Context: an optimization exercise on an open-source flow, tuned for small area, a short achievable clock period and few clock cycles. The choices shown serve that exercise and are no tape-out recipe.
Function was checked by simulation only, so behaviour that the tests miss may differ from the original.

==> flow/design.v (excerpt) <==
module DnCNN (
    input wire clk,
    input wire rst_n,
    input wire compute_start,
    output reg compute_finish,
    input wire [31:0] scale_C1,
    input wire [31:0] scale_C2,
    input wire [31:0] scale_C3,
    input wire [31:0] scale_C4,
    input wire [31:0] scale_C5,
    input wire [31:0] scale_C6,
    input wire [31:0] scale_C7,
    output wire [ 3:0] sram_weight_wea0,
    output reg [15:0] sram_weight_addr0,
    output wire [31:0] sram_weight_wdata0,
    input wire [31:0] sram_weight_rdata0,
    output wire [ 3:0] sram_weight_wea1,
    output reg [15:0] sram_weight_addr1,
    output wire [31:0] sram_weight_wdata1,
    input wire [31:0] sram_weight_rdata1,
    output reg [ 3:0] sram_act_wea0,
    output reg [15:0] sram_act_addr0,
    output reg [31:0] sram_act_wdata0,
    input wire [31:0] sram_act_rdata0,
    output reg [ 3:0] sram_act_wea1,
    output reg [15:0] sram_act_addr1,
    output reg [31:0] sram_act_wdata1,
    input wire [31:0] sram_act_rdata1
);
clock: 12.0 ns
lec_check: 0
cap_margin: 40
core_margin: 2
core_utilization: 58
cts_cluster_diameter: 120
cts_cluster_size: 16
slew_margin: 40
standard.sh (not shown) runs the stock make flow with config.mk's settings and CLKGATE_MAP_FILE= SYNTH_SCRIPT=/design/flow/synth_recipe.tcl, a recipe that flattens the netlist after the stock synthesis.
==> flow/flow/run.sh <==
#!/bin/bash
# The standard layout with two changes:
#  - synthesis runs the standard flow's synthesis script with Yosys's early ABC pass off
#    (synth -noabc), so that the hand-built carry-save trees reach full-adder
#    extraction as written; the result is used only if its flip-flops (names
#    and cell types) are exactly those of the standard synthesis, else the
#    standard synthesis is used;
#  - timing repair is asked to leave extra setup slack.
set -uo pipefail
RES=orfs/results/sky130hd/DnCNN/base
bash standard.sh WORK_HOME="$PWD/ref" synth > synth_ref.log 2>&1 || exit 1
bash standard.sh SYNTH_SCRIPT="$PWD/flow/synth_noabc.tcl" synth > synth_own.log 2>&1 || exit 1
python3 flow/ffs.py ref/results/sky130hd/DnCNN/base/1_2_yosys.v > ffs_ref.txt
python3 flow/ffs.py $RES/1_2_yosys.v > ffs_own.txt
if cmp -s ffs_ref.txt ffs_own.txt && [ -s ffs_ref.txt ]; then
  echo "own synthesis: same flip-flops as the standard one, using it" > synth_choice.log
else
  echo "own synthesis: flip-flops differ, using the standard synthesis" > synth_choice.log
  diff ffs_ref.txt ffs_own.txt | head -50 >> synth_choice.log
  rm -rf orfs
  bash standard.sh synth > synth_std.log 2>&1 || exit 1
fi
bash standard.sh SETUP_SLACK_MARGIN=7.8 finish > layout.log 2>&1
==> flow/flow/ffs.py <==
# Lists the flip-flops (instance name, cell type without drive strength) of a netlist.
import re, sys
txt = open(sys.argv[1]).read()
ffs = set()
for m in re.finditer(r'\b(sky130_fd_sc_hd__\w+)\s+(\\\S+|\S+)\s*\(', txt):
    cell, name = m.group(1), m.group(2)
    base = re.sub(r'_\d+$', '', cell)
    if re.match(r'sky130_fd_sc_hd__(e?dfx|dfr|dfs|dfb|sdf|sedf|df)', base):
        ffs.add(f"{name} {base}")
print("\n".join(sorted(ffs)))
==> flow/flow/synth_noabc.tcl <==
proc synth {args} { yosys synth -nofsm -noshare -noabc {*}$args }
source $::env(SCRIPTS_DIR)/synth.tcl
# left out here: clear keep_hierarchy, flatten, clean up, hide names made inside functions, write 1_2_yosys.v
Testbench counts at the start, summed over its fixed seeds: cycles 410,888.
Edit:
--- a/flow/flow/run.sh
+++ b/flow/flow/run.sh
@@ -21,3 +21,3 @@
   bash standard.sh synth > synth_std.log 2>&1 || exit 1
 fi
-bash standard.sh SETUP_SLACK_MARGIN=7.8 finish > layout.log 2>&1
+bash standard.sh SETUP_SLACK_MARGIN=8.1 finish > layout.log 2>&1
- CORE_UTILIZATION: 58 -> 40
=> Flip-flop and latch count stays the same; sequential share of layout area is lower by 3.0 points; setup slack improves by 0.037 ns; die area is higher by 45%.
Edit:
--- a/flow/flow/run.sh
+++ b/flow/flow/run.sh
@@ -21,3 +21,3 @@
   bash standard.sh synth > synth_std.log 2>&1 || exit 1
 fi
-bash standard.sh SETUP_SLACK_MARGIN=8.1 finish > layout.log 2>&1
+bash standard.sh SETUP_SLACK_MARGIN=7.5 finish > layout.log 2>&1
- CORE_UTILIZATION: 40 -> 50
What happened:
- The new run ran to the end with no violations
- clock skew is lower by 0.061 ns
- synthesized area stays the same

job 6139:
Starting RTL as in the previous note.
==> flow/config.mk <==
export PLATFORM = sky130hd
export DESIGN_NAME = DnCNN
export DESIGN_NICKNAME = DnCNN
export VERILOG_FILES = /design/flow/design.v
export SDC_FILE = /design/flow/constraint.sdc
export NUM_CORES = 8
export LEC_CHECK = 0
export CAP_MARGIN = 40
export CORE_MARGIN = 2
export CORE_UTILIZATION = 40
export CTS_CLUSTER_DIAMETER = 120
export CTS_CLUSTER_SIZE = 16
export SLEW_MARGIN = 40
==> flow/constraint.sdc <==
create_clock -name core_clock -period 12.0 [get_ports {clk}]
set_input_delay 2.4000 -clock core_clock [delete_from_list [all_inputs] [get_ports {clk}]]
set_output_delay 2.4000 -clock core_clock [all_outputs]
set_load 0.01 [all_outputs]
==> flow/flow/run.sh <==
#!/bin/bash
# The standard layout with two changes:
#  - synthesis runs the standard flow's synthesis script with Yosys's early ABC pass off
#    (synth -noabc), so that the hand-built carry-save trees reach full-adder
#    extraction as written; the result is used only if its flip-flops (names
#    and cell types) are exactly those of the standard synthesis, else the
#    standard synthesis is used;
#  - timing repair is asked to leave extra setup slack.
set -uo pipefail
RES=orfs/results/sky130hd/DnCNN/base
bash standard.sh WORK_HOME="$PWD/ref" synth > synth_ref.log 2>&1 || exit 1
bash standard.sh SYNTH_SCRIPT="$PWD/flow/synth_noabc.tcl" synth > synth_own.log 2>&1 || exit 1
python3 flow/ffs.py ref/results/sky130hd/DnCNN/base/1_2_yosys.v > ffs_ref.txt
python3 flow/ffs.py $RES/1_2_yosys.v > ffs_own.txt
if cmp -s ffs_ref.txt ffs_own.txt && [ -s ffs_ref.txt ]; then
  echo "own synthesis: same flip-flops as the standard one, using it" > synth_choice.log
else
  echo "own synthesis: flip-flops differ, using the standard synthesis" > synth_choice.log
  diff ffs_ref.txt ffs_own.txt | head -50 >> synth_choice.log
  rm -rf orfs
  bash standard.sh synth > synth_std.log 2>&1 || exit 1
fi
bash standard.sh SETUP_SLACK_MARGIN=7.8 finish > layout.log 2>&1
Scripts as last shown in full above: flow/flow/ffs.py, flow/flow/synth_noabc.tcl
Testbench counts of job 6139, summed over its fixed seeds: cycles 410,888.
diff inputs: job 6139 => job 4487
# job 6139
export LEC_CHECK = 0
export CAP_MARGIN = 40
export CORE_MARGIN = 2
export CORE_UTILIZATION = 40
export CTS_CLUSTER_DIAMETER = 120
export CTS_CLUSTER_SIZE = 16
export SLEW_MARGIN = 40
create_clock -name core_clock -period 12.0 [get_ports {clk}]
# job 4487
export LEC_CHECK = 0
export CAP_MARGIN = 40
export CORE_MARGIN = 2
export CORE_UTILIZATION = 50
export CTS_CLUSTER_DIAMETER = 120
export CTS_CLUSTER_SIZE = 16
export SLEW_MARGIN = 40
create_clock -name core_clock -period 12.0 [get_ports {clk}]
==> comparison <==
- A worst setup path endpoint of sram_act_wea1[0] is what job 4487 shows, while g_fil[1].g_col[3].s2[12]$_DFF_P_ belongs to job 6139.
- Between job 4487 and job 6139, the area of the die is lower for job 4487.
- Compared with job 6139, job 4487 shows met1 wire length lower by about 7%.
- Summary of job 4487 over job 6139: clock network contribution to total cell area comparable.
- STATUS routed wire length: job 4487 wins against job 6139
- On buffering stage count on the worst path with inverters included: between job 4487 and job 6139, it ends up lower for job 6139.
- Going from job 6139 to job 4487, overall global routing resource usage now larger, half-perimeter wire length after placement now smaller.
- When job 4487 is measured against job 6139, its final hold slack turns out 16 ps lower.
- Of job 4487 and job 6139, job 6139 shows the higher detailed-route wire length per cell, with job 4487 below it.
Setup changes, job 4487 to job 9903
# job 4487
export LEC_CHECK = 0
export CAP_MARGIN = 40
export CORE_MARGIN = 2
export CORE_UTILIZATION = 50
export CTS_CLUSTER_DIAMETER = 120
export CTS_CLUSTER_SIZE = 16
export SLEW_MARGIN = 40
create_clock -name core_clock -period 12.0 [get_ports {clk}]
# job 9903
export LEC_CHECK = 0
export CAP_MARGIN = 40
export CORE_MARGIN = 2
export CORE_UTILIZATION = 54
export CTS_CLUSTER_DIAMETER = 120
export CTS_CLUSTER_SIZE = 16
export SLEW_MARGIN = 40
create_clock -name core_clock -period 12.0 [get_ports {clk}]
-- flow/flow/run.sh --
<<< job 4487, line 21
  bash standard.sh synth > synth_std.log 2>&1 || exit 1
fi
bash standard.sh SETUP_SLACK_MARGIN=7.8 finish > layout.log 2>&1
>>> job 9903, line 21
  bash standard.sh synth > synth_std.log 2>&1 || exit 1
fi
bash standard.sh SETUP_SLACK_MARGIN=7.95 finish > layout.log 2>&1
Results
Compared with job 4487, in job 9903 area used by sequential logic in the layout now sits at about the same level; diode insertion count for antenna repair moved down; share of the cycle needed by the critical path after routing dropped 0.64 points; total detailed-routing wirelength now larger.
Compared with job 4487, job 9903 supports a higher clock frequency.
Post-synthesis simple-gate area fraction came out exactly the same in job 9903 and job 4487.
Between job 4487 and job 9903, the flow reports design area increasing by a few percent.
In job 9903, core utilization of the finished layout is higher than in job 4487.
Setup slack of the most critical reg-to-reg path on job 9903 is ahead of job 4487.
Number of buffers outside the clock class in the layout: job 9903 vs job 4487 up about 30%
Setup changes, job 9903 to job 4383
# job 9903
export LEC_CHECK = 0
export CAP_MARGIN = 40
export CORE_MARGIN = 2
export CORE_UTILIZATION = 54
export CTS_CLUSTER_DIAMETER = 120
export CTS_CLUSTER_SIZE = 16
export SLEW_MARGIN = 40
create_clock -name core_clock -period 12.0 [get_ports {clk}]
# job 4383
export LEC_CHECK = 0
export CAP_MARGIN = 40
export CORE_MARGIN = 2
export CORE_UTILIZATION = 50
export CTS_CLUSTER_DIAMETER = 120
export CTS_CLUSTER_SIZE = 16
export SLEW_MARGIN = 40
create_clock -name core_clock -period 12.0 [get_ports {clk}]
-- flow/flow/run.sh --
<<< job 9903, line 21
  bash standard.sh synth > synth_std.log 2>&1 || exit 1
fi
bash standard.sh SETUP_SLACK_MARGIN=7.95 finish > layout.log 2>&1
>>> job 4383, line 21
  bash standard.sh synth > synth_std.log 2>&1 || exit 1
fi
bash standard.sh SETUP_SLACK_MARGIN=7.2 finish > layout.log 2>&1
Results
The higher final layout net count of job 9903 and job 4383 is in job 9903.
Compared job 9903 against job 4383; remaining routing DRC violations within noise.
Job 9903 leaves more setup margin than job 4383.
Job 4383 vs job 9903, start point of the critical path: cur_r[28]$_SDFF_PP0_ vs sram_act_addr0[1]$_DFFE_PP_
The maximum clock frequency number comes out lower for job 4383 vs job 9903.

[port drivers added, routing unchanged]
How much do the figures lean on ideal ports? The routed layouts below were timed once more, with nothing changed but the port constraints. Step 1, drivers: a clkbuf_16 drives clk and a buf_2 each remaining input, both assumed. Step 2 also shifts input and output timing later by t, the mid clock arrival at the registers, as if the neighbouring blocks saw the same clock. a / b / c = ideal / step 1 / step 2; a / b = the first two.
run | t (ns) | setup WS [ns] | worst setup path at the end | worst data-port slew with drivers (ns)
the first run of note 1 | 1.351 | 7.679 / 7.551 / 7.318 | input to register | 0.42
the second run of note 1 | 1.337 | 7.716 / 7.636 / 7.239 | input to register | 0.58
the third run of note 1 | 1.330 | 7.448 / 7.383 / 7.385 | input to register | 0.45
job 6139 | 1.308 | 7.506 / 7.506 / 7.184 | input to register | 0.56
job 4487 | 1.365 | 7.572 / 7.455 / 7.388 | input to register | 0.44
job 9903 | 1.364 | 7.649 / 7.483 / 7.332 | input to register | 0.43
job 4383 | 1.316 | 7.188 / 7.158 / 7.188 | register to register | 0.43
After both steps setup and hold are still met in every run listed. The setup slack of the second run of note 1, which loses most, moves by -0.080 ns with the drivers and by -0.477 ns with both steps.
